This is an optimization exercise on Yosys and OpenROAD, whose aim is small area, a short achievable clock period and few clock cycles per item, not a production implementation.
Where RTL was checked, it was by simulation tests only, not by an equivalence proof against the original.
The RTL of runs 1, 2 and 7 to 9 was laid out without a check of its function.

===== config.mk =====
export PLATFORM = sky130hd
export DESIGN_NAME = mdc_b
export DESIGN_NICKNAME = mdc_b
export VERILOG_FILES = /design/flow/design.v
export SDC_FILE = /design/flow/constraint.sdc
export NUM_CORES = 4
export LEC_CHECK = 0
export ABC_AREA = 1
export CAP_MARGIN = 20
export CORE_MARGIN = 2
export CORE_UTILIZATION = 50
export CTS_BUF_LIST = sky130_fd_sc_hd__clkbuf_4 sky130_fd_sc_hd__clkbuf_8
export SETUP_SLACK_MARGIN = 1.7
export SLEW_MARGIN = 20

===== constraint.sdc =====
create_clock -name core_clock -period 5.5 [get_ports {clk}]
set_input_delay 1.1000 -clock core_clock [delete_from_list [all_inputs] [get_ports {clk}]]
set_output_delay 1.1000 -clock core_clock [all_outputs]
set_load 0.01 [all_outputs]

===== design.v =====
module mdc_b(
    input ld, clk,
    input [31:0] i_a, i_b,
    output [31:0] res,
    output done);
    reg [31:0] a, b;
    reg [4:0]  k;
    reg        bo;    
    wire bz = (b == 32'd0);
    wire kz = (k == 5'd0);
    wire [31:0] bg  = b;
    wire [31:0] gg = a & ~bg;
    wire [31:0] pp = ~(a ^ bg);
    reg  [31:0] G, P;
    integer i, j;
    always @* begin
        G = gg; P = pp;
        for (i = 1; i <= 5; i = i + 1)
            for (j = (1 << i) - 1; j < 32; j = j + (1 << i)) begin
                G[j] = G[j] | (P[j] & G[j - (1 << (i - 1))]);
                P[j] = P[j] & P[j - (1 << (i - 1))];
            end
        for (i = 5; i > 0; i = i - 1)
            for (j = (1 << i) + (1 << (i - 1)) - 1; j < 32; j = j + (1 << i)) begin
                G[j] = G[j] | (P[j] & G[j - (1 << (i - 1))]);
                P[j] = P[j] & P[j - (1 << (i - 1))];
            end
    end
    wire [32:0] c   = {G | P, 1'b1};
    wire [32:0] d   = {~c[32], pp ^ c[31:0]};
    wire        eq  = P[31];
    wire        neg = d[32];
    wire both_even  = ~a[0] & ~b[0];
    wire [32:0] y   = bo ? d : {1'b0, a};
    wire [8:0]  x   = (bo ? (a[8:0] ^ b[8:0]) : a[8:0]) | {7'd0, both_even, 1'b0};
    wire [2:0] sh = x[1] ? 3'd0 : x[2] ? 3'd1 : x[3] ? 3'd2 : x[4] ? 3'd3 :
                    x[5] ? 3'd4 : x[6] ? 3'd5 : x[7] ? 3'd6 : 3'd7;
    wire       big = (x[8:1] == 8'd0);
    wire        sneg = bo & neg;
    wire [40:0] yx = {{9{sneg}}, y[32:1]} >> sh;
    wire [31:0] ys = yx[31:0];
    wire [31:0] nb = sneg ? {~ys[31:1], 1'b1} : ys;
    reg [31:0] an, bn;
    reg [4:0]  kn;
    always @* begin
        an = a; bn = b; kn = k;
        if (ld) begin
            an = i_a;
            bn = i_b;
            kn = 5'd0;
        end else if (bz) begin
            bn = 32'd0;   
            if (!kz) begin
                an = {a[30:0], 1'b0};
                kn = k - 5'd1;
            end
        end else if (both_even) begin
            an = {1'b0, b[31:1]};
            bn = nb;
            kn = k + 5'd1;
        end else if (!b[0] || (sneg && big)) begin
            an = b;
            bn = a;
        end else begin
            if (!sneg)
                an = b;
            bn = nb;
        end
    end
    always @(posedge clk) begin
        a  <= an;
        b  <= bn;
        k  <= kn;
        bo <= an[0] & bn[0];
    end
    assign res = a;
    assign done = kz & (bz | (eq & a[0]));
endmodule

===== flow/run.sh =====
#!/bin/bash
# Standard layout, except that the port buffers are the smallest buffer
# (sky130_fd_sc_hd__buf_1) rather than the cell buffer_ports picks by itself.
# Every input and output port still gets its own buffer.
set -o pipefail
export BUFFER_PORTS_ARGS="-inputs -outputs -buffer_cell sky130_fd_sc_hd__buf_1"
bash standard.sh > standard.log 2>&1

===== standard.sh =====
#!/bin/bash
# synth_recipe.tcl (not shown) runs the flow's synth.tcl, then flattens the netlist and writes it again
# the make line also repeats each setting of config.mk as NAME=value (left out here)
make -C /OpenROAD-flow-scripts/flow DESIGN_CONFIG=/design/flow/config.mk WORK_HOME=/design/flow/orfs CLKGATE_MAP_FILE= SYNTH_SCRIPT=/design/flow/synth_recipe.tcl "${@:-finish}"

==> results of run 1 <==
-- how the worst max path moves through the flow --
stage           from     to  slack, ps  depth (start not counted)
2_1_floorplan     ld  a[10]       2440                          6
3_3_place_gp    a[8]     bo       1470                         15
3_5_place_dp    a[8]     bo       1450                         15
4_1_cts           bo     bo       1690                         15
5_1_grt         a[8]   done       1730                          6
6_report       a[11]   done       1860                          6
-- placed cells by master (no fill, tap or decap), drive strengths merged, types with 4 or more instances in the layout --
master | Yosys | routed
nand4 | 7 | 7
o21bai | 4 | 4
buf | 26 | 113
or2 | 11 | 11
o21ai | 83 | 83
nand3b | 4 | 4
o22ai | 5 | 5
clkinv | 1 | 4
nor4 | 9 | 9
nor2 | 47 | 49
xor2 | 4 | 4
edfxtp | 31 | 31
o211ai | 24 | 24
a21oi | 39 | 39
a31oi | 4 | 4
inv | 110 | 109
xnor2 | 4 | 4
nand2 | 401 | 401
o31ai | 29 | 29
nand3 | 151 | 151
dfxtp | 39 | 39
o221ai | 14 | 14
nor3 | 9 | 9
clkbuf | 31 | 10
mux2i | 5 | 5
ha | 37 | 37
-- metrics by stage --
step	utilization, %	instance area [sq um]	instances	setup WS [ps]
after floorplan	-	7050	1141	2440
after global placement	54.0	7470	1373	1470
after detailed placement	54.0	7470	1373	1450
after CTS	55.9	7730	1392	1690
after global routing	56.4	7800	1396	1730
final	56.4	7800	1396	1860
-- what timing repair did --
| item | 4_1_cts | 5_1_grt |
|---|---|---|
| setup endpoints to repair | 10 | 63 |
| pin swaps | 1 | 2 |
| buffers inserted | 2 | 3 |
| cloned | 1 | 1 |
| resized for setup | 2 | 10 |
-- state kept, by name, indices dropped and copies added, names as in the netlist --
signal,count
a,32
bo,1
b,32
k,5
-- tightest hold or removal path, stage by stage (launching register included) --
cell     delay (ps)
dfxtp_1         340
nor2_1          100
nor2_1           50
-- per-layer routing --
metal	vias to the layer above	part of all wire [%]	GRT usage [%]
li1	4015	-	-
met1	3593	46	43.7
met2	334	44	50.0
met3	28	7.7	4.00
met4	0	1.7	9.05
met5	-	0	0
-- logic make-up (layout without fill, tap and decap cells) --
logic type | Yosys count | count (layout)
multiplexers | 5 | 5
flip-flops | 70 | 70
AND/OR/NAND/NOR | 641 | 643
buffers and inverters | 168 | 241
XOR/XNOR | 8 | 8
adder cells (fa/ha/maj) | 38 | 38
AO/OA/AOI/OAI | 211 | 211
-- cell type report --
| type | count | area share (%) |
|---|---|---|
| well taps | 180 | 2.89 |
| multi-input cells | 905 | 60.3 |
| flip-flops and latches | 70 | 22.0 |
| inverters | 111 | 5.49 |
| clock buffers | 9 | 1.59 |
| clock inverters | 7 | 1.44 |
| repair buffers | 114 | 6.28 |
==> impl_metrics.yaml, run 1 <==
run_status:
  status: "no timing/DRC/antenna violations"
detailed_routing:
  wl_per_cell_um: 16.7
  routed_via_density: 5.71
  dr_total_vias: 7970
  ant_nets: 0
  remaining_drc_errors: 0
  dr.pass1.iters: 7
  routed_wl_um: 23300
  drt_iter0_drc: 718
floorplan:
  dieArea_sq_um: 15100
  rows: 43
  core-area_sq_um: 13800
  pin_count: 99
  start_util_pct: 51.0
  die_h_um: 123
  die_x_um: 123
yosys:
  yosysUniqueCellTypes: 51
  syn-num-nets: 1245
  syn_area_sq_um: 7050
  synth-simple-area-share_pct: 38.8
  synth.area.mux_share_pct: 0.709
  ys_seq_area_share_pct: 24.3
  synth-xor-area-share_pct: 0.993
  synth_warnings: 1
  synth_compound_area_share_pct: 18.6
  synth_area_leaders: "nand2_1 21%, edfxtp_1 13%, dfxtp_1 11%"
  synth_top_family_by_area: "simple AND/OR/NAND/NOR gates"
  synth_top_area_cell: "nand2_1"
  synth_edf_count: 31
  ys_ff_latch: 70
  synth_common_cells: "399 x nand2_1, 150 x nand3_1, 105 x inv_1"
  synth_top_area_share_pct: 21.2
  async_flop_share_pct: 0
  yosysMostFrequentCell: "nand2_1"
  syn_inst: 1141
  synth_flop_cell: "dfxtp_1"
  synthAdderAreaFrac_pct: 6.85
  syn_avg_cell_area_sq_um: 6.18
placement:
  place_congestion: 0.943
  hpwl_um: 16600
  io_buffers: 98
final_layout:
  seqCellArea_sq_um: 1720
  fill_cells: 1481
  fin_nets: 1315
  area_delta_synth_final_pct: 10.5
  drive_gt1_share_pct: 5.84
  antenna_cells: 0
  multiInputGateArea_sq_um: 4700
global_routing:
  grt_overflow_total: 0
  grt_use_total_pct: 31.2
  grt_pass1_wl_um: 36600
  antenna_found_initial: 0
  grt_pass1_vias: 7109
  grt_max_degree: 66
worst_setup_path:
  cp_top_family: "simple AND/OR/NAND/NOR gates"
  cpMostUsedCell: "nand4_1"
  critical_path_class: "reg2out"
  r2r_start: "a[25]"
  r2r_end: "a[15]"
  worst_setup_path_end_kind: "output port"
  worstPathCellList: "ha_1 > nand4_1 > nor3_2 > nand4_1 > a21boi_0 > buf_1"
  max_stage_delay_ps: 490
  crit_buf_inv: 1
  worstRegToRegCells: 12
  crit_fanout: 5
  cp-start-kind: "flop"
  cp.required_ps: 4400
  cp_slowest_cell: "edfxtp_1"
  r2r_slack_ps: 2000
  critPathArrivalTime_ps: 2540
flow_run:
  drv_cap: 0
timing:
  setup_viol: 0
  period_minus_slack_ps: 3640
  whs_ps: 524
  period_share_pct: 66.2
  tightest_slew_ps: 912
  drv_slew: 0
  relSlewSlack_pct: 39.2
  finClkSkew_ps: 10.2
  tns_ps: 0
  fmax_mhz: 275
  hold_violations: 0
  rsz0062_at_grt: "false"
clock_tree:
  cts_tree: "done"
  clk_pin_slew_worst_paths_ps: 80
  cts_max_level: 3
  cts_sinks: 70
  insertion_delay_ps: 380
  cts_max_path_buffers: 2
  hold_buffers: 0
  cts_buffers: 9
  cts_root_buf: "clkbuf_8"
worst_hold_path:
  hold_path_end: "k[3]"
  min_path_cells: 2
  hp-start: "k[3]"
  hold_path_class: "reg2reg"
==> run 2: changes to the inputs <==
--- a/design.v
+++ b/design.v
@@ -8,7 +8,7 @@
     reg        bo;    
     wire bz = (b == 32'd0);
     wire kz = (k == 5'd0);
-    wire [31:0] bg  = b;
+    wire [31:0] bg  = b & {32{bo}};
     wire [31:0] gg = a & ~bg;
     wire [31:0] pp = ~(a ^ bg);
     reg  [31:0] G, P;
@@ -31,15 +31,13 @@
     wire        eq  = P[31];
     wire        neg = d[32];
     wire both_even  = ~a[0] & ~b[0];
-    wire [32:0] y   = bo ? d : {1'b0, a};
-    wire [8:0]  x   = (bo ? (a[8:0] ^ b[8:0]) : a[8:0]) | {7'd0, both_even, 1'b0};
+    wire [8:0]  x   = (a[8:0] ^ bg[8:0]) | {7'd0, both_even, 1'b0};
     wire [2:0] sh = x[1] ? 3'd0 : x[2] ? 3'd1 : x[3] ? 3'd2 : x[4] ? 3'd3 :
                     x[5] ? 3'd4 : x[6] ? 3'd5 : x[7] ? 3'd6 : 3'd7;
     wire       big = (x[8:1] == 8'd0);
-    wire        sneg = bo & neg;
-    wire [40:0] yx = {{9{sneg}}, y[32:1]} >> sh;
+    wire [40:0] yx = {{9{neg}}, d[32:1]} >> sh;
     wire [31:0] ys = yx[31:0];
-    wire [31:0] nb = sneg ? {~ys[31:1], 1'b1} : ys;
+    wire [31:0] nb = neg ? {~ys[31:1], 1'b1} : ys;
     reg [31:0] an, bn;
     reg [4:0]  kn;
     always @* begin
@@ -49,7 +47,6 @@
             bn = i_b;
             kn = 5'd0;
         end else if (bz) begin
-            bn = 32'd0;   
             if (!kz) begin
                 an = {a[30:0], 1'b0};
                 kn = k - 5'd1;
@@ -58,11 +55,11 @@
             an = {1'b0, b[31:1]};
             bn = nb;
             kn = k + 5'd1;
-        end else if (!b[0] || (sneg && big)) begin
+        end else if (!b[0] || (neg && big)) begin
             an = b;
             bn = a;
         end else begin
-            if (!sneg)
+            if (!neg)
                 an = b;
             bn = nb;
         end
==> flow/run.sh (replaced) <==
#!/bin/bash
# The standard layout (standard.sh) with two changes:
#  - the port buffers are sky130_fd_sc_hd__buf_1 (every port still gets one);
#  - clock tree synthesis uses clkbuf_4/clkbuf_8 and inserts no dummy loads.
# The output of the whole run goes to standard.log; ORFS's per-step logs are
# under orfs/logs/.
set -euo pipefail
export BUFFER_PORTS_ARGS="-inputs -outputs -buffer_cell sky130_fd_sc_hd__buf_1"
export CTS_ARGS="-sink_clustering_enable -repair_clock_nets -dont_use_dummy_load -buf_list {sky130_fd_sc_hd__clkbuf_4 sky130_fd_sc_hd__clkbuf_8}"
bash standard.sh > standard.log 2>&1
--- a/config.mk
+++ b/config.mk
@@ -9,6 +9,5 @@
 export CAP_MARGIN = 20
 export CORE_MARGIN = 2
 export CORE_UTILIZATION = 50
-export CTS_BUF_LIST = sky130_fd_sc_hd__clkbuf_4 sky130_fd_sc_hd__clkbuf_8
 export SETUP_SLACK_MARGIN = 1.7
 export SLEW_MARGIN = 20
==> run 2 against run 1 <==
Against the previous run: critical path depth grew 4; non-clock buffer count grew 8; global-route usage up 1.5 points; register-to-register slack improved by 20 ps; largest cell class unchanged; highest routed layer unchanged.
==> impl_metrics.yaml, run 2 <==
run_status:
  status: "no timing/DRC/antenna violations"
timing:
  period_share_pct: 67.2
  tightest_slew_ps: 1070
  fmax_mhz: 270
  rsz0062_at_grt: "true"
  drv_slew: 0
  hold_violations: 0
  tns_ps: 0
  relSlewSlack_pct: 28.3
  finClkSkew_ps: 27.6
  setup_viol: 0
  whs_ps: 495
  period_minus_slack_ps: 3700
worst_hold_path:
  hp-start: "k[4]"
  hold_path_class: "reg2reg"
  hold_path_end: "k[4]"
  min_path_cells: 2
clock_tree:
  insertion_delay_ps: 380
  clk_pin_slew_worst_paths_ps: 80
  cts_max_level: 3
  cts_max_path_buffers: 2
  cts_sinks: 70
  cts_root_buf: "clkbuf_8"
  cts_tree: "done"
  cts_buffers: 9
global_routing:
  grt_overflow_total: 0
  grt_use_total_pct: 32.7
  grt_pass1_wl_um: 37700
  grt_pass1_vias: 6902
  grt_max_degree: 52
  antenna_found_initial: 0
flow_run:
  drv_cap: 0
yosys:
  ys_seq_area_share_pct: 28.3
  async_flop_share_pct: 0
  synth_common_cells: "390 x nand2_1, 170 x nand3_1, 92 x inv_1"
  yosysUniqueCellTypes: 47
  syn_area_sq_um: 7140
  synth_edf_count: 62
  synth_top_area_share_pct: 26.1
  syn-num-nets: 1207
  yosysMostFrequentCell: "nand2_1"
  ys_ff_latch: 70
  synth_area_leaders: "edfxtp_1 26%, nand2_1 21%, nand3_1 12%"
  syn_inst: 1104
  syn_avg_cell_area_sq_um: 6.47
  synth_top_area_cell: "edfxtp_1"
  synth_flop_cell: "edfxtp_1"
  synth_warnings: 1
final_layout:
  layout_common_cells: "384 x nand2_1, 170 x nand3_1, 97 x buf_1"
  drive_gt1_share_pct: 8.06
  top_regs: "a: 32 flops, b: 32 flops, k: 5 flops"
  antenna_cells: 0
  final_common_cell: "nand2_1"
  fin_area_sq_um: 7970
  fin_nets: 1283
  fill_cells: 1470
  area_delta_synth_final_pct: 11.6
  seqCellArea_sq_um: 2030
  multiInputGateArea_sq_um: 4660
worst_setup_path:
  critical_path_class: "reg2out"
  worstPathCellList: "ha_4 > nand2_2 > nor2_2 > nand2_1 > nor2_2 > nand2_1 > inv_1 > nand3_1 > a21oi_2 > buf_1"
  critPathArrivalTime_ps: 2600
  worstRegToRegCells: 18
  crit_fanout: 5
  max_stage_delay_ps: 530
  r2r_start: "bo"
  r2r_slack_ps: 2020
  r2r_end: "b[5]"
  cp-start-kind: "flop"
  cp.required_ps: 4400
  cp_slowest_cell: "edfxtp_1"
  worst_setup_path_end_kind: "output port"
floorplan:
  die_x_um: 123
  core-area_sq_um: 13900
  die_h_um: 123
  dieArea_sq_um: 15300
  start_util_pct: 51.2
  rows: 43
  pin_count: 99
placement:
  place_congestion: 0.902
  placed_cell_area_sq_um: 7740
  hpwl_um: 18000
  io_buffers: 98
detailed_routing:
  wl_per_cell_um: 17.9
  drt_iter0_drc: 702
  dr_total_vias: 7827
  ant_nets: 0
  routed_via_density: 5.76
  remaining_drc_errors: 0
  dr.pass1.iters: 5
  routed_wl_um: 24300
run 2: cell count changes in the layout (fill, tap and decap cells not counted), sizes merged, moves of 16 or more:
cell / delta
inv: -16
edfxtp: +31
o31ai: -28
dfxtp: -31
o21ai: -16
nand3: +24
a41oi: +26
run 2: through the flow:
step / std cells / worst slack (ps) / util, %
finish: 1358 / 1800 / 57.2
global route: 1358 / 1640 / 57.2
CTS: 1352 / 1640 / 56.6
detailed placement: 1342 / 1430 / 55.6
global placement: 1342 / 1510 / 55.6
floorplan: 1104 / 1680 / -
run 2: layout make-up:
type | instances | share of cell area (%)
multi-input combinational | 881 | 58.4
sequential | 70 | 25.4
timing repair buffer | 122 | 7.10
inverter | 96 | 4.65
tap | 180 | 2.83
clock buffer | 9 | 1.55
run 2: logic make-up (layout without fill, tap and decap cells):
kind of cell | Yosys count | in the layout | share of synthesized area (%)
adder cells (fa/ha/maj) | 37 | 37 | 6.59
buffers and inverters | 153 | 227 | 8.75
AO/OA/AOI/OAI | 164 | 164 | 14.3
XOR/XNOR | 18 | 18 | 2.21
multiplexers | 1 | 1 | 0.140
flip-flops | 70 | 70 | 28.3
AND/OR/NAND/NOR | 661 | 661 | 39.7
run 2: how the worst max path moves through the flow:
| stage | cells after the start | slack, ps | end | from |
|---|---|---|---|---|
| 2_1_floorplan | 17 | 1680 | a[10] | bo |
| 3_3_place_gp | 19 | 1510 | b[21] | bo |
| 3_5_place_dp | 18 | 1430 | b[17] | bo |
| 4_1_cts | 10 | 1640 | done | bo |
| 5_1_grt | 23 | 1640 | b[21] | bo |
| 6_report | 10 | 1800 | done | a[6] |
run 2: timing repair:
| action | in CTS | in global routing |
|---|---|---|
| buffers inserted | 1 | 6 |
| gates cloned | 0 | 0 |
| hold buffers | 0 | 0 |
| setup endpoints to repair | 47 | 49 |
| gates resized for setup | 3 | 7 |
run 2: routing by layer:
metal	wire length (um)	share of wire, %	vias to the layer above	track usage [%]
met3	2530	10	20	7.98
met4	262	1.1	0	8.31
met5	0	0	-	0
met2	9900	41	353	44.9
li1	-	-	3885	-
met1	11600	48	3569	50.6
run 2: worst max-delay path: cells and delay by family, from the launching register on:
| kind | cells | cell delay (ps) |
|---|---|---|
| and+or+nand+nor | 6 | 750 |
| buffers and inverters | 2 | 340 |
| DFF | 1 | 530 |
| adders and majority gates | 1 | 360 |
| AOI/OAI and AO/OA | 1 | 250 |
==> run 3: changes to the inputs <==
--- a/design.v
+++ b/design.v
@@ -47,6 +47,7 @@
             bn = i_b;
             kn = 5'd0;
         end else if (bz) begin
+            bn = 32'd0;   
             if (!kz) begin
                 an = {a[30:0], 1'b0};
                 kn = k - 5'd1;
==> run 3 against run 2 <==
Against the previous run: sequential share of layout area down 2.6 points; still clean on timing, DRC and antenna; cell count shrank 0.81%; highest routed layer unchanged; flip-flop and latch count is the same; core utilization fell by 1.0 points.
==> impl_metrics.yaml, run 3 <==
worst_hold_path:
  hold_path_end: "k[3]"
  hold_path_class: "reg2reg"
  min_path_cells: 2
  hp-start: "k[3]"
yosys:
  ys_ff_latch: 70
  synth_edf_count: 31
  synth_top_area_cell: "nand2_1"
  synth_area_leaders: "nand2_1 21%, edfxtp_1 13%, nand3_1 12%"
  synth_top_area_share_pct: 21.4
  synth_warnings: 1
  async_flop_share_pct: 0
  syn_area_sq_um: 6910
  syn_avg_cell_area_sq_um: 6.25
  syn_inst: 1106
  synth_flop_cell: "dfxtp_1"
  yosysUniqueCellTypes: 48
  syn-num-nets: 1209
  yosysMostFrequentCell: "nand2_1"
  ys_seq_area_share_pct: 24.8
  synth_common_cells: "394 x nand2_1, 163 x nand3_1, 79 x inv_1"
clock_tree:
  clk_pin_slew_worst_paths_ps: 60
  cts_tree: "done"
  hold_buffers: 0
  cts_buffers: 9
  cts_sinks: 70
  insertion_delay_ps: 360
  cts_max_path_buffers: 2
  cts_max_level: 3
  cts_root_buf: "clkbuf_8"
floorplan:
  rows: 42
  die_x_um: 122
  dieArea_sq_um: 14800
  core-area_sq_um: 13300
  die_h_um: 122
  start_util_pct: 51.8
  pin_count: 99
placement:
  io_buffers: 98
  placed_cell_area_sq_um: 7330
  place_congestion: 0.941
  hpwl_um: 17500
final_layout:
  final_common_cell: "nand2_1"
  fin_nets: 1276
  fin_area_sq_um: 7500
  seqCellArea_sq_um: 1720
  drive_gt1_share_pct: 7.77
  area_delta_synth_final_pct: 8.51
  fill_cells: 1408
  multiInputGateArea_sq_um: 4590
  antenna_cells: 0
  top_regs: "a: 32 flops, b: 32 flops, k: 5 flops"
  layout_common_cells: "394 x nand2_1, 163 x nand3_1, 97 x buf_1"
detailed_routing:
  remaining_drc_errors: 0
  ant_nets: 0
  dr.pass1.iters: 5
  routed_wl_um: 23000
  dr_total_vias: 7562
  drt_iter0_drc: 746
  wl_per_cell_um: 17.0
  routed_via_density: 5.61
timing:
  whs_ps: 513
  relSlewSlack_pct: 33.0
  setup_viol: 0
  period_share_pct: 64.5
  drv_slew: 0
  rsz0062_at_grt: "false"
  hold_violations: 0
  tns_ps: 0
  finClkSkew_ps: 15.0
  period_minus_slack_ps: 3550
  tightest_slew_ps: 1000
  fmax_mhz: 282
worst_setup_path:
  startpoint: "bo"
  worstPathCellList: "buf_6 > nand2_1 > ha_1 > nand2_1 > inv_1 > nand2_2 > nor2_1 > nand2_1 > inv_1 > nand4_1 > nand2_1 > buf_1"
  r2r_end: "bo"
  cpMostUsedCell: "nand2_1"
  crit_buf_inv: 4
  cp_top_family: "simple AND/OR/NAND/NOR gates"
  cp_slowest_cell: "dfxtp_4"
  r2r_slack_ps: 1990
  crit_fanout: 18
  worst_setup_path_end_kind: "output port"
  worstRegToRegCells: 16
  critical_path_class: "reg2out"
  max_stage_delay_ps: 440
  cp-start-kind: "flop"
  r2r_start: "bo"
  critPathArrivalTime_ps: 2450
  cp.required_ps: 4400
global_routing:
  grt_overflow_total: 0
  antenna_found_initial: 0
  use_met1_pct: 52.2
  use_met3_pct: 4.21
  grt_pass1_wl_um: 35900
  grt_max_degree: 55
  grt_pass1_vias: 6671
  busiest_layer: "met1"
  grt_use_total_pct: 31.4
  grtUsageMet2_pct: 42.2
run_status:
  status: "no timing/DRC/antenna violations"
flow_run:
  drv_cap: 0
-- run 3: cell count changes after synthesis, sizes merged, moves of 2 or more --
cell / change
nor3: +2
a211oi: +2
edfxtp: -31
dfxtp: +31
clkinv: +3
inv: -5
clkbuf: -2
o211ai: -3
xor2: +3
nand2: +15
a21oi: -3
xnor2: -2
nand3: -6
-- run 3: worst max path at each step --
stage | endpoint | cells after the start
detailed placement | bo | 20
finish | done | 12
global route | done | 10
floorplan | a[10] | 18
CTS | done | 12
global placement | bo | 20
-- run 3: area by class of cell --
| type | instances | area share [%] |
|---|---|---|
| multi-input cells | 886 | 61.3 |
| repair buffers | 112 | 6.42 |
| clock buffers | 9 | 1.65 |
| well taps | 176 | 2.94 |
| flip-flops and latches | 70 | 22.9 |
| inverters | 94 | 4.84 |
-- run 3: per-stage QoR --
stage                     util, %  cells  worst slack, ps
after global placement       54.9   1335             1190
final                        56.2   1347             1950
after floorplan                 -   1106             2060
after global routing         56.2   1347             1760
after detailed placement     54.9   1335             1040
after CTS                    56.0   1347             1830
-- run 3: repair_timing --
| item | CTS | global route |
|---|---|---|
| buffers inserted | 2 | 0 |
| cloned | 1 | 0 |
| endpoints found under the setup margin | 65 | 52 |
| resized for setup | 3 | 4 |
| pin swaps | 1 | 0 |
-- run 3: logic make-up (layout without fill, tap and decap cells) --
logic type / count (synthesis) / after routing / share of synthesized area, %
AOI/OAI and AO/OA: 158 / 159 / 14.4
xor gates and xnor gates: 19 / 19 / 2.63
adders and majority gates: 37 / 37 / 6.81
buffers and inverters: 151 / 215 / 9.13
DFF: 70 / 70 / 24.8
and+or+nand+nor: 671 / 671 / 42.3
-- run 3: tightest hold or removal path: stages (launching register included) --
cell,delay [ps]
dfxtp_1,320
nor2_1,100
nor2_1,50
-- run 3: metal layers --
layer,vias up,wire length [um]
met5,-,0
met4,0,230
met3,24,1890
met2,300,8980
met1,3405,11900
li1,3833,-
Testbench counts of run 3, summed over its fixed seeds: cycles 72,118, items 3,200.
==> run 4: changes to the inputs <==
--- a/config.mk
+++ b/config.mk
@@ -8,6 +8,6 @@
 export ABC_AREA = 1
 export CAP_MARGIN = 20
 export CORE_MARGIN = 2
-export CORE_UTILIZATION = 50
-export SETUP_SLACK_MARGIN = 1.7
+export CORE_UTILIZATION = 55
+export SETUP_SLACK_MARGIN = 1.9
 export SLEW_MARGIN = 20
==> run 4 against run 3 <==
Against the previous run: synthesized area unchanged; critical endpoint unchanged; global-route usage is 1.8 points higher; largest cell class unchanged; still clean; flip-flop and latch count unchanged; cell area increased by 0.38%; first-iteration DRC count rose by 17%; cell count down 0.59%; synthesized cell count is the same; routed wire length fell by 4.8%.
==> impl_metrics.yaml, run 4 <==
floorplan:
  die_x_um: 116
  rows: 40
  pin_count: 99
  start_util_pct: 56.8
  core-area_sq_um: 12200
  die_h_um: 116
  dieArea_sq_um: 13500
yosys:
  async_flop_share_pct: 0
  synth_area_leaders: "nand2_1 21%, edfxtp_1 13%, nand3_1 12%"
  syn_inst: 1106
  synth_top_area_share_pct: 21.4
  syn_avg_cell_area_sq_um: 6.25
  yosysUniqueCellTypes: 48
  synth_common_cells: "394 x nand2_1, 163 x nand3_1, 79 x inv_1"
  yosysMostFrequentCell: "nand2_1"
  synth_top_area_cell: "nand2_1"
  synth_warnings: 1
  synth_flop_cell: "dfxtp_1"
  synth_edf_count: 31
  ys_seq_area_share_pct: 24.8
  ys_ff_latch: 70
  syn_area_sq_um: 6910
  syn-num-nets: 1209
global_routing:
  grt_pass1_vias: 6650
  grt_pass1_wl_um: 34700
  grt_overflow_total: 0
  antenna_found_initial: 0
  grt_use_total_pct: 33.2
  grt_max_degree: 55
clock_tree:
  clk_pin_slew_worst_paths_ps: 60
  cts_sinks: 70
  cts_root_buf: "clkbuf_8"
  cts_tree: "done"
  cts_max_path_buffers: 2
  cts_buffers: 9
  hold_buffers: 0
  insertion_delay_ps: 350
  cts_max_level: 3
final_layout:
  final_common_cell: "nand2_1"
  fill_cells: 1242
  fin_area_sq_um: 7530
  top_regs: "a: 32 flops, b: 32 flops, k: 5 flops"
  drive_gt1_share_pct: 8.03
  layout_common_cells: "394 x nand2_1, 163 x nand3_1, 97 x buf_1"
  fin_nets: 1276
  area_delta_synth_final_pct: 8.93
  antenna_cells: 0
  multiInputGateArea_sq_um: 4610
  seqCellArea_sq_um: 1720
worst_setup_path:
  cp_slowest_cell: "dfxtp_4"
  worstPathCellList: "buf_4 > nand2_1 > ha_1 > nand4_1 > inv_1 > and2_4 > nand2_1 > inv_1 > nand4_1 > nand2_1 > buf_1"
  cp.required_ps: 4400
  max_stage_delay_ps: 410
  cp-start-kind: "flop"
  critPathArrivalTime_ps: 2370
  cpMostUsedCell: "nand2_1"
  critical_path_class: "reg2out"
  crit_fanout: 11
  worst_setup_path_end_kind: "output port"
timing:
  tns_ps: 0
  timing.final.ws_setup_ps: 2030
  relSlewSlack_pct: 34.3
  finClkSkew_ps: 16.9
  setup_viol: 0
  drv_slew: 0
  hold_violations: 0
  rsz0062_at_grt: "false"
  fmax_mhz: 288
  period_share_pct: 63.1
  tightest_slew_ps: 984
  whs_ps: 514
  period_minus_slack_ps: 3470
flow_run:
  drv_cap: 0
placement:
  hpwl_um: 16800
  dp_slack_ps: 1450
  place_congestion: 0.936
  io_buffers: 98
  placed_cell_area_sq_um: 7320
detailed_routing:
  dr.pass1.iters: 6
  dr_total_vias: 7628
  routed_via_density: 5.70
  wl_per_cell_um: 16.3
  routed_wl_um: 21900
  drt_iter0_drc: 876
  ant_nets: 0
  remaining_drc_errors: 0
run_status:
  status: "no timing/DRC/antenna violations"
worst_hold_path:
  hold_path_class: "reg2reg"
[run 4: critical path, delay by kind of cell (launching register included)]
family | cells | cell delay (ps)
and+or+nand+nor | 6 | 650
adders and majority gates | 1 | 370
buffers and inverters | 4 | 590
DFF | 1 | 410
[run 4: per-layer routing]
metal	vias up	share of wire (%)	track usage [%]
li1	3833	-	-
met1	3391	48	54.5
met2	376	40	44.8
met3	28	11	5.50
met4	0	1.3	7.30
met5	-	0	0
[run 4: final cells by class]
class | count | area share, %
multi-input cells | 885 | 61.3
flip-flops and latches | 70 | 22.8
repair buffers | 113 | 6.65
inverters | 94 | 4.85
well taps | 168 | 2.79
clock buffers | 9 | 1.65
[run 4: repair_timing]
action                                 CTS  global route
setup endpoints to repair               65            61
endpoints found under the hold margin    0             0
resized for setup                        6            11
buffers inserted                         0             3
pin swaps                                0             1
[run 4: cells by family (layout without fill, tap and decap cells)]
| logic type | after synthesis | count (layout) | share of synthesized area, % |
|---|---|---|---|
| xor gates and xnor gates | 19 | 19 | 2.63 |
| DFF | 70 | 70 | 24.8 |
| and+or+nand+nor | 671 | 671 | 42.3 |
| buffers and inverters | 151 | 216 | 9.13 |
| AOI/OAI and AO/OA | 158 | 158 | 14.4 |
| adders and majority gates | 37 | 37 | 6.81 |
[run 4: path summary, 6_finish.rpt]
| kind | start | endpoint | slack [ps] | cells past startpoint |
|---|---|---|---|---|
| max | bo | done | 2030 | 11 |
| min | k[4] | k[4] | 510 | 2 |
| max reg2reg | bo | a[4] | 2130 | 15 |
| min reg2reg | k[4] | k[4] | 510 | 2 |
[run 4: per-stage QoR]
step,util [%],cells
6_report,61.9,1339
5_1_grt,61.9,1339
4_1_cts,61.3,1336
3_5_place_dp,60.2,1327
3_3_place_gp,60.2,1327
2_1_floorplan,-,1106
==> run 5: changes to the inputs <==
--- a/config.mk
+++ b/config.mk
@@ -8,6 +8,7 @@
 export ABC_AREA = 1
 export CAP_MARGIN = 20
 export CORE_MARGIN = 2
-export CORE_UTILIZATION = 55
+export CORE_UTILIZATION = 50
+export PLACE_DENSITY = 0.7
 export SETUP_SLACK_MARGIN = 1.9
 export SLEW_MARGIN = 20
==> run 5 against run 4 <==
Against the previous run: global-route usage is 3.3 points lower; synthesized cell count stayed put; setup slack better by 7.0 ps; flip-flop and latch count stayed put; cell count is 1.2% higher; count of clock-buffer cells in the layout stayed put; core utilization is 4.3 points lower; maximum frequency is 0.20% higher; die area is 9.6% higher; still clean on timing, DRC and antenna; critical endpoint unchanged.
==> impl_metrics.yaml, run 5 <==
timing:
  fmax_mhz: 289
  setup_viol: 0
  relSlewSlack_pct: 34.1
  period_minus_slack_ps: 3460
  whs_ps: 508
  hold_violations: 0
  finClkSkew_ps: 23.4
  tns_ps: 0
  timing.final.ws_setup_ps: 2040
  drv_slew: 0
  period_share_pct: 63.0
  tightest_slew_ps: 987
  rsz0062_at_grt: "true"
worst_setup_path:
  max_stage_delay_ps: 420
  worstPathCellList: "buf_8 > nand2_1 > ha_1 > nand2_1 > inv_2 > nand2_2 > nor2_2 > nand2_1 > inv_1 > nand4_1 > nand2_1 > buf_1"
  critical_path_class: "reg2out"
  worst_setup_path_end_kind: "output port"
  critPathArrivalTime_ps: 2360
  crit_fanout: 15
  cp-start-kind: "flop"
  cp.required_ps: 4400
  cp_slowest_cell: "dfxtp_4"
  cpMostUsedCell: "nand2_1"
yosys:
  ys_ff_latch: 70
  yosysMostFrequentCell: "nand2_1"
  synth_compound_area_share_pct: 14.4
  syn-num-nets: 1209
  synth_flop_cell: "dfxtp_1"
  synth_warnings: 1
  ys_seq_area_share_pct: 24.8
  async_flop_share_pct: 0
  synth_top_area_share_pct: 21.4
  synth-simple-area-share_pct: 42.3
  syn_inst: 1106
  synth-xor-area-share_pct: 2.63
  synth_top_family_by_area: "simple AND/OR/NAND/NOR gates"
  yosysUniqueCellTypes: 48
  synth_top_area_cell: "nand2_1"
  synth_edf_count: 31
  syn_area_sq_um: 6910
  synth.area.mux_share_pct: 0
  synthAdderAreaFrac_pct: 6.81
  syn_avg_cell_area_sq_um: 6.25
  synth_common_cells: "394 x nand2_1, 163 x nand3_1, 79 x inv_1"
  synth_area_leaders: "nand2_1 21%, edfxtp_1 13%, nand3_1 12%"
final_layout:
  final_common_cell: "nand2_1"
  utilization_pct: 57.6
  fin_area_sq_um: 7690
  seqCellArea_sq_um: 1720
  antenna_cells: 0
  area_delta_synth_final_pct: 11.3
  fin_nets: 1284
  multiInputGateArea_sq_um: 4700
  drive_gt1_share_pct: 9.58
  layout_common_cells: "394 x nand2_1, 163 x nand3_1, 97 x buf_1"
  fill_cells: 1399
  top_regs: "a: 32 flops, b: 32 flops, k: 5 flops"
clock_tree:
  clk_pin_slew_worst_paths_ps: 60
  cts_tree: "done"
  cts_root_buf: "clkbuf_8"
  cts_sinks: 70
  cts_max_path_buffers: 2
  cts_max_level: 3
  cts_buffers: 9
  insertion_delay_ps: 360
detailed_routing:
  dr.pass1.iters: 7
  routed_via_density: 5.70
  dr_total_vias: 7719
  remaining_drc_errors: 0
  routed_wl_um: 22300
  wl_per_cell_um: 16.4
  ant_nets: 0
  drt_iter0_drc: 825
floorplan:
  die_h_um: 122
  rows: 42
  core-area_sq_um: 13300
  pin_count: 99
  dieArea_sq_um: 14800
  start_util_pct: 51.8
  die_x_um: 122
global_routing:
  antenna_found_initial: 0
  grt_pass1_vias: 6614
  grt_use_total_pct: 29.9
  grt_max_degree: 66
  grt_overflow_total: 0
  grt_pass1_wl_um: 35000
placement:
  hpwl_um: 16600
  dp_slack_ps: 1330
  place_congestion: 0.978
  io_buffers: 98
  placed_cell_area_sq_um: 7330
run_status:
  status: "no timing/DRC/antenna violations"
worst_hold_path:
  hold_path_class: "reg2reg"
flow_run:
  drv_cap: 0
run 5: metrics by stage:
stage / cells
2_1_floorplan: 1106
3_3_place_gp: 1335
3_5_place_dp: 1335
4_1_cts: 1344
5_1_grt: 1355
6_report: 1355
run 5: path summary, 6_finish.rpt:
path,cells past startpoint,slack (ps),to,start
setup / recovery,12,2040,done,bo
hold / removal,2,510,k[4],k[4]
setup reg to reg,18,2110,b[22],bo
hold reg to reg,2,510,k[4],k[4]
run 5: layout make-up:
type                    count  area share [%]
repair buffers            120            7.19
well taps                 176            2.86
clock buffers               9            1.61
flip-flops and latches     70            22.3
multi-input cells         885            61.1
inverters                  94            4.75
repair inverters            1           0.114
run 5: layer usage:
metal  share of wire [%]  wire length, um  up-vias  global-route usage, %
met5                   0                0        -                      0
met4                 2.1              460        0                   7.54
met3                 9.7             2170       34                   5.06
met2                  40             8950      358                   40.7
met1                  48            10700     3467                   48.2
li1                    -                -     3860                      -
run 5: worst max-delay path, delay by kind of cell, from the launching register on:
| kind | cells | cell delay [ps] |
|---|---|---|
| DFF | 1 | 420 |
| buffers and inverters | 4 | 540 |
| and+or+nand+nor | 7 | 680 |
| adders and majority gates | 1 | 350 |
run 5: kinds of logic (layout without fill, tap and decap cells):
kind of cell,after synthesis,in the layout
fa+ha+maj,37,37
xor+xnor,19,19
compound gates,158,158
flops,70,70
simple gates,671,671
buf+inv,151,224
run 5: repair_timing:
action,4_1_cts,5_1_grt
hold buffers,0,0
setup endpoints to repair,66,64
gates cloned,0,1
gates resized for setup,4,22
pin swaps,0,2
setup buffers,0,10
==> run 6: changes to the inputs <==
--- a/config.mk
+++ b/config.mk
@@ -9,6 +9,5 @@
 export CAP_MARGIN = 20
 export CORE_MARGIN = 2
 export CORE_UTILIZATION = 50
-export PLACE_DENSITY = 0.7
 export SETUP_SLACK_MARGIN = 1.9
 export SLEW_MARGIN = 20
==> run 6 against run 5 <==
Against the previous run: still clean; global-route usage increased by 1.5 points; setup slack about the same; register-to-register slack about the same; worst hold slack improved by 4.3 ps; core utilization decreased by 0.98 points; non-clock buffer count decreased by 4; die area unchanged; maximum frequency about the same; largest cell class unchanged; highest routed layer unchanged.
==> impl_metrics.yaml, run 6 <==
timing:
  tns_ps: 0
  hold_violations: 0
  finClkSkew_ps: 13.9
  whs_ps: 513
  period_share_pct: 63.0
  drv_slew: 0
  tightest_slew_ps: 986
  period_minus_slack_ps: 3460
  setup_viol: 0
  timing.final.ws_setup_ps: 2040
  fmax_mhz: 289
  rsz0062_at_grt: "true"
  relSlewSlack_pct: 34.2
yosys:
  synth_area_leaders: "nand2_1 21%, edfxtp_1 13%, nand3_1 12%"
  syn-num-nets: 1209
  synth_common_cells: "394 x nand2_1, 163 x nand3_1, 79 x inv_1"
  async_flop_share_pct: 0
  synth_compound_area_share_pct: 14.4
  synthAdderAreaFrac_pct: 6.81
  synth_top_family_by_area: "simple AND/OR/NAND/NOR gates"
  syn_avg_cell_area_sq_um: 6.25
  ys_seq_area_share_pct: 24.8
  ys_ff_latch: 70
  synth_edf_count: 31
  yosysMostFrequentCell: "nand2_1"
  synth_top_area_share_pct: 21.4
  syn_area_sq_um: 6910
  synth.area.mux_share_pct: 0
  synth_top_area_cell: "nand2_1"
  yosysUniqueCellTypes: 48
  synth-xor-area-share_pct: 2.63
  synth-simple-area-share_pct: 42.3
  syn_inst: 1106
  synth_flop_cell: "dfxtp_1"
  synth_warnings: 1
detailed_routing:
  dr_total_vias: 7572
  wl_per_cell_um: 17.0
  remaining_drc_errors: 0
  routed_via_density: 5.60
  ant_nets: 0
  drt_iter0_drc: 802
  routed_wl_um: 23000
  dr.pass1.iters: 5
placement:
  hpwl_um: 17500
  place_congestion: 0.941
  io_buffers: 98
  dp_slack_ps: 1040
final_layout:
  antenna_cells: 0
  layout_common_cells: "394 x nand2_1, 163 x nand3_1, 97 x buf_1"
  final_common_cell: "nand2_1"
  utilization_pct: 56.6
  area_delta_synth_final_pct: 9.36
  drive_gt1_share_pct: 8.43
  top_regs: "a: 32 flops, b: 32 flops, k: 5 flops"
  fin_nets: 1280
clock_tree:
  hold_buffers: 0
  cts_root_buf: "clkbuf_8"
  cts_max_level: 3
  cts_sinks: 70
  cts_tree: "done"
  cts_max_path_buffers: 2
  clk_pin_slew_worst_paths_ps: 60
  cts_buffers: 9
  insertion_delay_ps: 360
worst_setup_path:
  critical_path_class: "reg2out"
  cp_slowest_cell: "dfxtp_4"
  crit_fanout: 10
  cp_top_family: "simple AND/OR/NAND/NOR gates"
  cpMostUsedCell: "nand2_1"
  cp.required_ps: 4400
  critPathArrivalTime_ps: 2360
  crit_buf_inv: 4
  max_stage_delay_ps: 420
  cp-start-kind: "flop"
  worstPathCellList: "buf_12 > nand2_1 > ha_1 > inv_2 > nor3_1 > and2_2 > nand2_1 > inv_1 > nand4_1 > nand2_1 > buf_1"
  worst_setup_path_end_kind: "output port"
floorplan:
  rows: 42
  core-area_sq_um: 13300
  pin_count: 99
  dieArea_sq_um: 14800
  die_x_um: 122
  start_util_pct: 51.8
  die_h_um: 122
global_routing:
  grt_overflow_total: 0
  grt_use_total_pct: 31.4
  antenna_found_initial: 0
  grt_max_degree: 55
  grt_pass1_wl_um: 35900
  grt_pass1_vias: 6677
run_status:
  status: "no timing/DRC/antenna violations"
flow_run:
  drv_cap: 0
worst_hold_path:
  hold_path_class: "reg2reg"
## run 6: changes by cell type in the layout (fill, tap and decap cells not counted), sizes merged
| cell | before | now |
|---|---|---|
| buf | 119 | 115 |
| clkinv | 5 | 4 |
| o21ai | 68 | 69 |
## run 6: final timing paths
check,startpoint,to,slack (ps),cells past startpoint
setup / recovery,bo,done,2040,11
hold / removal,k[3],k[3],510,2
setup reg to reg,bo,bo,2100,16
hold reg to reg,k[3],k[3],510,2
## run 6: area by class of cell
class,instances,area (sq um)
Multi-Input combinational cell,886,4600
Timing Repair Buffer,116,528
Sequential cell,70,1720
Fill cell,1407,5790
Tap cell,176,220
Clock buffer,9,124
Inverter,94,365
## run 6: what timing repair did
action                     CTS  global route
resized for setup            5             8
cloned                       1             0
pin swaps                    1             1
setup buffers                2             4
setup endpoints to repair   78            58
## run 6: cell families (layout without fill, tap and decap cells)
family / after synthesis / after routing
and+or+nand+nor: 671 / 671
adders and majority gates: 37 / 37
DFF: 70 / 70
AOI/OAI and AO/OA: 158 / 159
xor gates and xnor gates: 19 / 19
buffers and inverters: 151 / 219
## run 6: per-stage QoR
stage | instance area, sq um | instances
finish | 7560 | 1351
floorplan | 6910 | 1106
CTS | 7490 | 1347
detailed placement | 7330 | 1335
global placement | 7330 | 1335
global route | 7560 | 1351
## run 6: metal layers
layer / GRT usage (%) / vias to the layer above / part of all wire, %
met5: 0 / - / 0
li1: - / 3845 / -
met1: 52.2 / 3418 / 52
met2: 42.2 / 286 / 39
met4: 6.25 / 0 / 1.0
met3: 4.21 / 23 / 7.8
## run 6: worst reg2reg max path, cell delays in order, from the launching register on
cell	delay (ps)
dfxtp_4	420
buf_8	170
nand2_1	70
ha_1	370
a21oi_1	160
o31ai_1	100
a21oi_1	280
o21ai_1	120
a21oi_2	260
o21ai_4	160
inv_8	230
o21ai_2	110
nor2_4	210
inv_6	180
o211ai_1	170
o211ai_1	150
a21oi_1	160
==> run 7: changes to the inputs <==
--- a/design.v
+++ b/design.v
@@ -65,11 +65,13 @@
             bn = nb;
         end
     end
+    wire bon = ld ? (i_a[0] & i_b[0]) : bz ? 1'b0 : both_even ? (a[1] & b[1]) :
+               !b[0] ? 1'b0 : (neg && big) ? 1'b1 : !big;
     always @(posedge clk) begin
         a  <= an;
         b  <= bn;
         k  <= kn;
-        bo <= an[0] & bn[0];
+        bo <= bon;
     end
     assign res = a;
     assign done = kz & (bz | (eq & a[0]));
==> run 7 against run 6 <==
Against the previous run: routed wire length down 1.2%; flip-flop and latch count unchanged; maximum frequency down 1.4%; cell area up 0.70%; synthesized cell count about the same; die area down 3.5%; via count about the same.
==> impl_metrics.yaml, run 7 <==
timing:
  fmax_mhz: 285
  timing.final.ws_setup_ps: 1990
  finClkSkew_ps: 13.4
  period_share_pct: 63.9
  rsz0062_at_grt: "true"
  hold_violations: 0
  tightest_slew_ps: 657
  relSlewSlack_pct: 56.1
  whs_ps: 524
  drv_slew: 0
  setup_viol: 0
  tns_ps: 0
  period_minus_slack_ps: 3510
yosys:
  synth_warnings: 1
  synth_top_area_cell: "nand2_1"
  ys_ff_latch: 70
  yosysMostFrequentCell: "nand2_1"
  syn_inst: 1105
  yosysUniqueCellTypes: 43
  synth_flop_cell: "dfxtp_1"
  async_flop_share_pct: 0
  synth_edf_count: 32
  synth_area_leaders: "nand2_1 24%, edfxtp_1 14%, dfxtp_1 11%"
  synth_common_cells: "419 x nand2_1, 121 x nand3_1, 78 x inv_1"
  synth_top_area_share_pct: 23.6
  syn_avg_cell_area_sq_um: 6.03
  syn_area_sq_um: 6660
  syn-num-nets: 1208
  ys_seq_area_share_pct: 25.8
final_layout:
  fill_cells: 1384
  fin_nets: 1282
  layout_common_cells: "415 x nand2_1, 119 x nand3_1, 96 x buf_1"
  antenna_cells: 0
  area_delta_synth_final_pct: 14.2
  top_regs: "a: 32 flops, b: 32 flops, k: 5 flops"
  utilization_pct: 57.9
  drive_gt1_share_pct: 8.75
  fin_area_sq_um: 7610
  final_common_cell: "nand2_1"
clock_tree:
  hold_buffers: 0
  cts_tree: "done"
  cts_buffers: 9
  cts_max_level: 3
  clk_pin_slew_worst_paths_ps: 70
  cts_max_path_buffers: 2
  cts_sinks: 70
  insertion_delay_ps: 350
  cts_root_buf: "clkbuf_8"
placement:
  hpwl_um: 16900
  placed_cell_area_sq_um: 7150
  io_buffers: 98
  dp_slack_ps: 1560
  place_congestion: 0.922
detailed_routing:
  ant_nets: 0
  dr_total_vias: 7578
  dr.pass1.iters: 6
  remaining_drc_errors: 0
  routed_via_density: 5.60
  routed_wl_um: 22700
  wl_per_cell_um: 16.8
  drt_iter0_drc: 890
worst_setup_path:
  critPathArrivalTime_ps: 2410
  cp.required_ps: 4400
  critical_path_class: "reg2out"
  crit_fanout: 16
  worst_setup_path_end_kind: "output port"
  cp-start-kind: "flop"
floorplan:
  core-area_sq_um: 13100
  die_x_um: 119
  pin_count: 99
  rows: 42
  start_util_pct: 50.7
  dieArea_sq_um: 14300
  die_h_um: 119
global_routing:
  grtUsageMet2_pct: 41.8
  use_met1_pct: 53.1
  grt_pass1_wl_um: 35500
  grt_overflow_total: 0
  grt_max_degree: 66
  antenna_found_initial: 1
  use_met3_pct: 4.02
  grt_pass1_vias: 6647
  grt_use_total_pct: 31.6
  busiest_layer: "met1"
run_status:
  status: "no timing/DRC/antenna violations"
worst_hold_path:
  hold_path_class: "reg2reg"
flow_run:
  drv_cap: 0
==> run 7: cell count changes in the layout (fill, tap and decap cells not counted), sizes merged, moves of 4 or more <==
cell	before	now
nand3	169	125
o211ai	8	2
inv	90	84
a31oi	3	29
nor2	58	63
nand2	417	431
a221oi	4	0
clkinv	4	0
a21oi	38	73
a41oi	27	0
==> run 7: stage by stage <==
step | std cells
after CTS | 1346
after floorplan | 1105
after global routing | 1353
after global placement | 1336
final | 1353
after detailed placement | 1336
==> run 7: area by class of cell <==
class	count	area [sq um]	area share, %
Sequential cell	70	1730	22.7
Inverter	86	348	4.57
Clock buffer	9	124	1.63
Timing Repair Buffer	117	554	7.28
Timing Repair inverter	1	7.51	0.0987
Multi-Input combinational cell	894	4630	60.9
Tap cell	176	220	2.89
==> run 7: path summary, 6_finish.rpt <==
kind              startpoint     to  slack [ps]  cells after the start
setup / recovery          bo   done        1990                     10
hold / removal          k[0]   k[0]         520                      1
setup reg to reg          bo  a[10]        2070                     18
hold reg to reg         k[0]   k[0]         520                      1
==> run 7: repair_timing <==
action,in CTS,in global routing
setup endpoints to repair,60,65
resized for setup,19,33
gates cloned,1,1
pin swaps,1,6
setup buffers,0,6
==> run 7: worst max-delay path, stage by stage, from the launching register on <==
cell and delay [ps]:
dfxtp_4 380, bufbuf_16 290, nand2_1 60, ha_1 340, nand2_1 110, nor3_2 140
nand2_1 140, nor2_4 180, nand3_4 120, a21oi_2 150, buf_2 140
==> run 7: routing by layer <==
metal / wire length, um / share of wire (%) / vias to the layer above
met5: 12 / 0.053 / -
met4: 200 / 0.88 / 2
met3: 2210 / 9.8 / 17
met2: 9000 / 40 / 337
met1: 11300 / 50 / 3419
li1: - / - / 3803
==> run 7: logic make-up (layout without fill, tap and decap cells) <==
kind of cell               after synthesis  in the layout  synth area share, %
AOI/OAI and AO/OA                      187            187                 15.3
and+or+nand+nor                        650            650                 41.0
buffers and inverters                  141            213                 8.23
xor gates and xnor gates                20             20                 2.63
DFF                                     70             70                 25.8
adders and majority gates               37             37                 7.06
==> run 8: changes to the inputs <==
--- a/config.mk
+++ b/config.mk
@@ -8,6 +8,6 @@
 export ABC_AREA = 1
 export CAP_MARGIN = 20
 export CORE_MARGIN = 2
-export CORE_UTILIZATION = 50
-export SETUP_SLACK_MARGIN = 1.9
+export CORE_UTILIZATION = 55
+export SETUP_SLACK_MARGIN = 2.1
 export SLEW_MARGIN = 20
==> run 8 against run 7 <==
Against the previous run: cell area is 9.2% higher; largest cell class unchanged; critical path type unchanged; still clean; via count is 5.1% higher; core utilization is 12 points higher.
==> impl_metrics.yaml, run 8 <==
yosys:
  syn_inst: 1105
  synth_top_area_cell: "nand2_1"
  yosysMostFrequentCell: "nand2_1"
  syn_area_sq_um: 6660
  yosysUniqueCellTypes: 43
  async_flop_share_pct: 0
  syn_avg_cell_area_sq_um: 6.03
  ys_seq_area_share_pct: 25.8
  synth_warnings: 1
  syn-num-nets: 1208
  synth_common_cells: "419 x nand2_1, 121 x nand3_1, 78 x inv_1"
  synth_area_leaders: "nand2_1 24%, edfxtp_1 14%, dfxtp_1 11%"
  ys_ff_latch: 70
  synth_flop_cell: "dfxtp_1"
  synth_top_area_share_pct: 23.6
  synth_edf_count: 32
timing:
  period_minus_slack_ps: 3380
  relSlewSlack_pct: 53.6
  setup_viol: 0
  period_share_pct: 61.5
  hold_violations: 0
  drv_slew: 0
  fmax_mhz: 296
  rsz0062_at_grt: "true"
  tns_ps: 0
  tightest_slew_ps: 696
  finClkSkew_ps: 17.1
clock_tree:
  cts_root_buf: "clkbuf_8"
  hold_buffers: 0
  cts_max_path_buffers: 2
  cts_max_level: 3
  insertion_delay_ps: 350
  cts_sinks: 70
  clk_pin_slew_worst_paths_ps: 80
  cts_tree: "done"
  cts_buffers: 9
global_routing:
  grt_use_total_pct: 33.4
  antenna_found_initial: 0
  grt_pass1_vias: 6545
  grt_pass1_wl_um: 34200
  grt_overflow_total: 0
  grt_max_degree: 51
floorplan:
  pin_count: 99
  die_h_um: 114
  dieArea_sq_um: 13000
  core-area_sq_um: 11900
  die_x_um: 114
  rows: 40
  start_util_pct: 55.9
worst_setup_path:
  crit_fanout: 8
  cpMostUsedCell: "nand2_4"
  crit_buf_inv: 3
  cp.required_ps: 4400
  max_stage_delay_ps: 430
  critical_path_class: "reg2out"
  worst_setup_path_end_kind: "output port"
  critPathArrivalTime_ps: 2280
  r2r_slack_ps: 2140
  cp-start-kind: "flop"
  cp_top_family: "simple AND/OR/NAND/NOR gates"
  cp_slowest_cell: "dfxtp_4"
  worstPathCellList: "buf_12 > nand2_4 > ha_4 > nand2_4 > nor3_4 > and2_4 > nand2_2 > inv_2 > nand3_4 > a21oi_2 > buf_2"
final_layout:
  final_common_cell: "nand2_1"
  layout_common_cells: "384 x nand2_1, 119 x nand3_1, 96 x buf_1"
  seqCellArea_sq_um: 1730
  multiInputGateArea_sq_um: 5070
  fill_cells: 1055
  utilization_pct: 69.7
  area_delta_synth_final_pct: 24.7
  drive_gt1_share_pct: 16.5
  fin_nets: 1314
  top_regs: "a: 32 flops, b: 32 flops, k: 5 flops"
  antenna_cells: 0
detailed_routing:
  remaining_drc_errors: 0
  routed_via_density: 5.88
  drt_iter0_drc: 827
  wl_per_cell_um: 17.4
  dr_total_vias: 7968
  dr.pass1.iters: 6
  ant_nets: 0
  routed_wl_um: 23600
worst_hold_path:
  hold_path_class: "reg2reg"
placement:
  place_congestion: 0.912
  hpwl_um: 16200
  io_buffers: 98
run_status:
  status: "no timing/DRC/antenna violations"
flow_run:
  drv_cap: 0
run 8: cell counts after synthesis:
Identical to the previous run, type by type.
run 8: stage by stage:
stage          area, sq um  cells  hold slack (ps)  setup WS [ps]
2_1_floorplan         6680   1105              473           2100
3_3_place_gp          7120   1308              505           1620
3_5_place_dp          7120   1308              514           1570
4_1_cts               7530   1322              530           2100
5_1_grt               8310   1356              598           2000
6_report              8310   1356              523           2120
run 8: worst paths after layout:
path | startpoint | to | depth (start not counted)
setup reg to reg | bo | b[7] | 19
hold reg to reg | k[0] | k[0] | 1
hold / removal | k[0] | k[0] | 1
setup / recovery | bo | done | 11
run 8: cell families after synthesis:
group                    count (synthesis)  share of synthesized area, %
AND/OR/NAND/NOR                        650                          41.0
adder cells (fa/ha/maj)                 37                          7.06
AO/OA/AOI/OAI                          187                          15.3
flip-flops                              70                          25.8
buffers and inverters                  141                          8.23
XOR/XNOR                                20                          2.63
run 8: repair_timing:
item,CTS,global route
pin swaps,7,37
buffers inserted,4,30
resized for setup,36,107
cloned,1,4
endpoints found under the setup margin,53,64
run 8: layer usage:
metal	global-route usage (%)	routed length (um)	part of all wire, %
met3	4.50	2570	11
met2	45.3	9730	41
met4	7.24	413	1.7
met1	55.2	10900	46
met5	0	0	0
run 8: area by class of cell:
type	instances	share of cell area [%]
clock buffer	9	1.49
multi-input combinational	895	61.0
sequential	70	20.8
timing repair buffer	148	10.1
timing repair inverter	1	0.0904
inverter	86	4.38
tap	147	2.21
==> run 9: changes to the inputs <==
--- a/config.mk
+++ b/config.mk
@@ -9,5 +9,5 @@
 export CAP_MARGIN = 20
 export CORE_MARGIN = 2
 export CORE_UTILIZATION = 55
-export SETUP_SLACK_MARGIN = 2.1
+export SETUP_SLACK_MARGIN = 2.0
 export SLEW_MARGIN = 20
==> run 9 against run 8 <==
Against the previous run: via count shrank 3.5%; worst hold slack gained 8.8 ps; routed wire length shrank 4.9%; synthesized cell count is the same; clock skew shrank 0.68 ps; flip-flop and latch count is the same; global-route usage grew 0.66 points; highest routed layer unchanged; register-to-register slack gained 50 ps; maximum frequency shrank 4.6%.
==> impl_metrics.yaml, run 9 <==
clock_tree:
  cts_tree: "done"
  cts_max_level: 3
  clk_pin_slew_worst_paths_ps: 70
  cts_max_path_buffers: 2
  insertion_delay_ps: 360
  cts_buffers: 9
  cts_root_buf: "clkbuf_8"
  cts_sinks: 70
global_routing:
  grt_pass1_wl_um: 34900
  grt_overflow_total: 0
  antenna_found_initial: 0
  grt_max_degree: 51
  grt_pass1_vias: 6627
  grt_use_total_pct: 34.1
detailed_routing:
  drt_iter0_drc: 935
  dr.pass1.iters: 5
  routed_wl_um: 22500
  ant_nets: 0
  dr_total_vias: 7688
  wl_per_cell_um: 16.9
  remaining_drc_errors: 0
  routed_via_density: 5.78
floorplan:
  rows: 40
  start_util_pct: 55.9
  pin_count: 99
  die_x_um: 114
  core-area_sq_um: 11900
  dieArea_sq_um: 13000
  die_h_um: 114
yosys:
  ys_seq_area_share_pct: 25.8
  synth_area_leaders: "nand2_1 24%, edfxtp_1 14%, dfxtp_1 11%"
  syn-num-nets: 1208
  synth_warnings: 1
  synth_flop_cell: "dfxtp_1"
  synth_common_cells: "419 x nand2_1, 121 x nand3_1, 78 x inv_1"
  synth_top_area_share_pct: 23.6
  yosysUniqueCellTypes: 43
  ys_ff_latch: 70
  synth_edf_count: 32
  syn_inst: 1105
  yosysMostFrequentCell: "nand2_1"
  async_flop_share_pct: 0
  synth_top_area_cell: "nand2_1"
  syn_avg_cell_area_sq_um: 6.03
  syn_area_sq_um: 6660
final_layout:
  area_delta_synth_final_pct: 14.4
  final_common_cell: "nand2_1"
  top_regs: "a: 32 flops, b: 32 flops, k: 5 flops"
  drive_gt1_share_pct: 9.55
  utilization_pct: 64.0
  layout_common_cells: "417 x nand2_1, 120 x nand3_1, 96 x buf_1"
  antenna_cells: 0
  fin_nets: 1288
worst_hold_path:
  hp-start: "k[0]"
  hold_path_class: "reg2reg"
timing:
  rsz0062_at_grt: "true"
  relSlewSlack_pct: 57.0
  finClkSkew_ps: 16.4
  timing.final.ws_setup_ps: 1960
  drv_slew: 0
  fmax_mhz: 282
  whs_ps: 532
  tns_ps: 0
  setup_viol: 0
  period_minus_slack_ps: 3540
  tightest_slew_ps: 644
  period_share_pct: 64.4
  hold_violations: 0
placement:
  place_congestion: 0.947
  io_buffers: 98
  hpwl_um: 16600
  dp_slack_ps: 1410
worst_setup_path:
  critPathArrivalTime_ps: 2440
  worst_setup_path_end_kind: "output port"
  cp-start-kind: "flop"
  cp.required_ps: 4400
  startpoint: "bo"
  critical_path_class: "reg2out"
  crit_fanout: 9
  r2r_start: "bo"
run_status:
  status: "no timing/DRC/antenna violations"
flow_run:
  drv_cap: 0
-- run 9: layer usage --
layer  global-route usage [%]  wire length (um)
met1                     56.0             10900
met2                     45.1              8890
met3                     5.51              2360
met4                     8.62               291
met5                        0                 0
-- run 9: stage by stage --
step / cell area [sq um] / instances
2_1_floorplan: 6680 / 1105
3_3_place_gp: 7110 / 1307
3_5_place_dp: 7110 / 1307
4_1_cts: 7290 / 1319
5_1_grt: 7620 / 1330
6_report: 7620 / 1330
-- run 9: area by class of cell --
cell class,instances,area [sq um]
inverters,86,353
fillers,1221,4290
well taps,147,184
multi-input cells,894,4650
repair buffers,122,569
clock buffers,9,124
flip-flops and latches,70,1730
repair inverters,2,12.5
-- run 9: repair_timing --
item                                    CTS  global route
gates resized for setup                   9            52
buffers inserted                          2            10
hold buffers                              0             0
gates cloned                              1             1
pin swaps                                 0             1
endpoints found under the setup margin   65            64
-- run 9: path summary, 6_finish.rpt --
check           to  slack [ps]  cells after the start
min reg2reg   k[0]         530                      1
max reg2reg  a[23]        2190                     13
max           done        1960                     10
min           k[0]         530                      1
-- run 9: cells by family (layout without fill, tap and decap cells) --
| family | count (synthesis) | after routing | share of synthesized area [%] |
|---|---|---|---|
| DFF | 70 | 70 | 25.8 |
| and+or+nand+nor | 650 | 650 | 41.0 |
| buffers and inverters | 141 | 219 | 8.23 |
| adders and majority gates | 37 | 37 | 7.06 |
| AOI/OAI and AO/OA | 187 | 187 | 15.3 |
| xor gates and xnor gates | 20 | 20 | 2.63 |
-- run 9: worst max-delay path: stages (launching register included) --
cell and delay, ps:
dfxtp_4 410, buf_4 140, nand2_1 60, ha_1 370
inv_1 110, nor3_2 260, nand2_2 110, nor2_4 180
nand3_4 130, a21oi_2 150, clkbuf_2 140

-- afterwards: timing with drivers on the ports --
How much do the figures lean on ideal ports? The routed layouts below were timed once more, with nothing changed but the port constraints.
Step 1 (the two cells are an assumption about what drives the block):
set clk [get_ports {clk}]
set_driving_cell -lib_cell sky130_fd_sc_hd__clkbuf_16 $clk
set_driving_cell -lib_cell sky130_fd_sc_hd__buf_2 [delete_from_list [all_inputs] $clk]
Step 2, shift: input delay + t, output delay - t, t = (earliest + latest rising clock arrival at the registers) / 2. This alone moves slack from input paths to output paths.
Slacks: ideal / step 1 / step 2; pairs: ideal / step 1.
run	t (ns)	setup slack, ns	worst setup path after step 2	worst register clock-pin slew, ns
run 1	0.411	1.858 / 1.818 / 1.995	register to register	0.09 / 0.09
run 2	0.407	1.801 / 1.762 / 2.017	register to register	0.09 / 0.09
run 3	0.382	1.954 / 1.920 / 1.992	register to register	0.07 / 0.07
run 4	0.376	2.029 / 1.999 / 2.133	register to register	0.07 / 0.07
run 5	0.382	2.036 / 2.002 / 2.109	register to register	0.07 / 0.07
run 6	0.381	2.036 / 2.003 / 2.104	register to register	0.07 / 0.07
run 7	0.375	1.986 / 1.957 / 2.071	register to register	0.07 / 0.07
run 8	0.374	2.120 / 2.086 / 2.135	register to register	0.08 / 0.08
run 9	0.386	1.958 / 1.926 / 2.186	register to register	0.07 / 0.07
After both steps setup and hold are still met in every run listed.
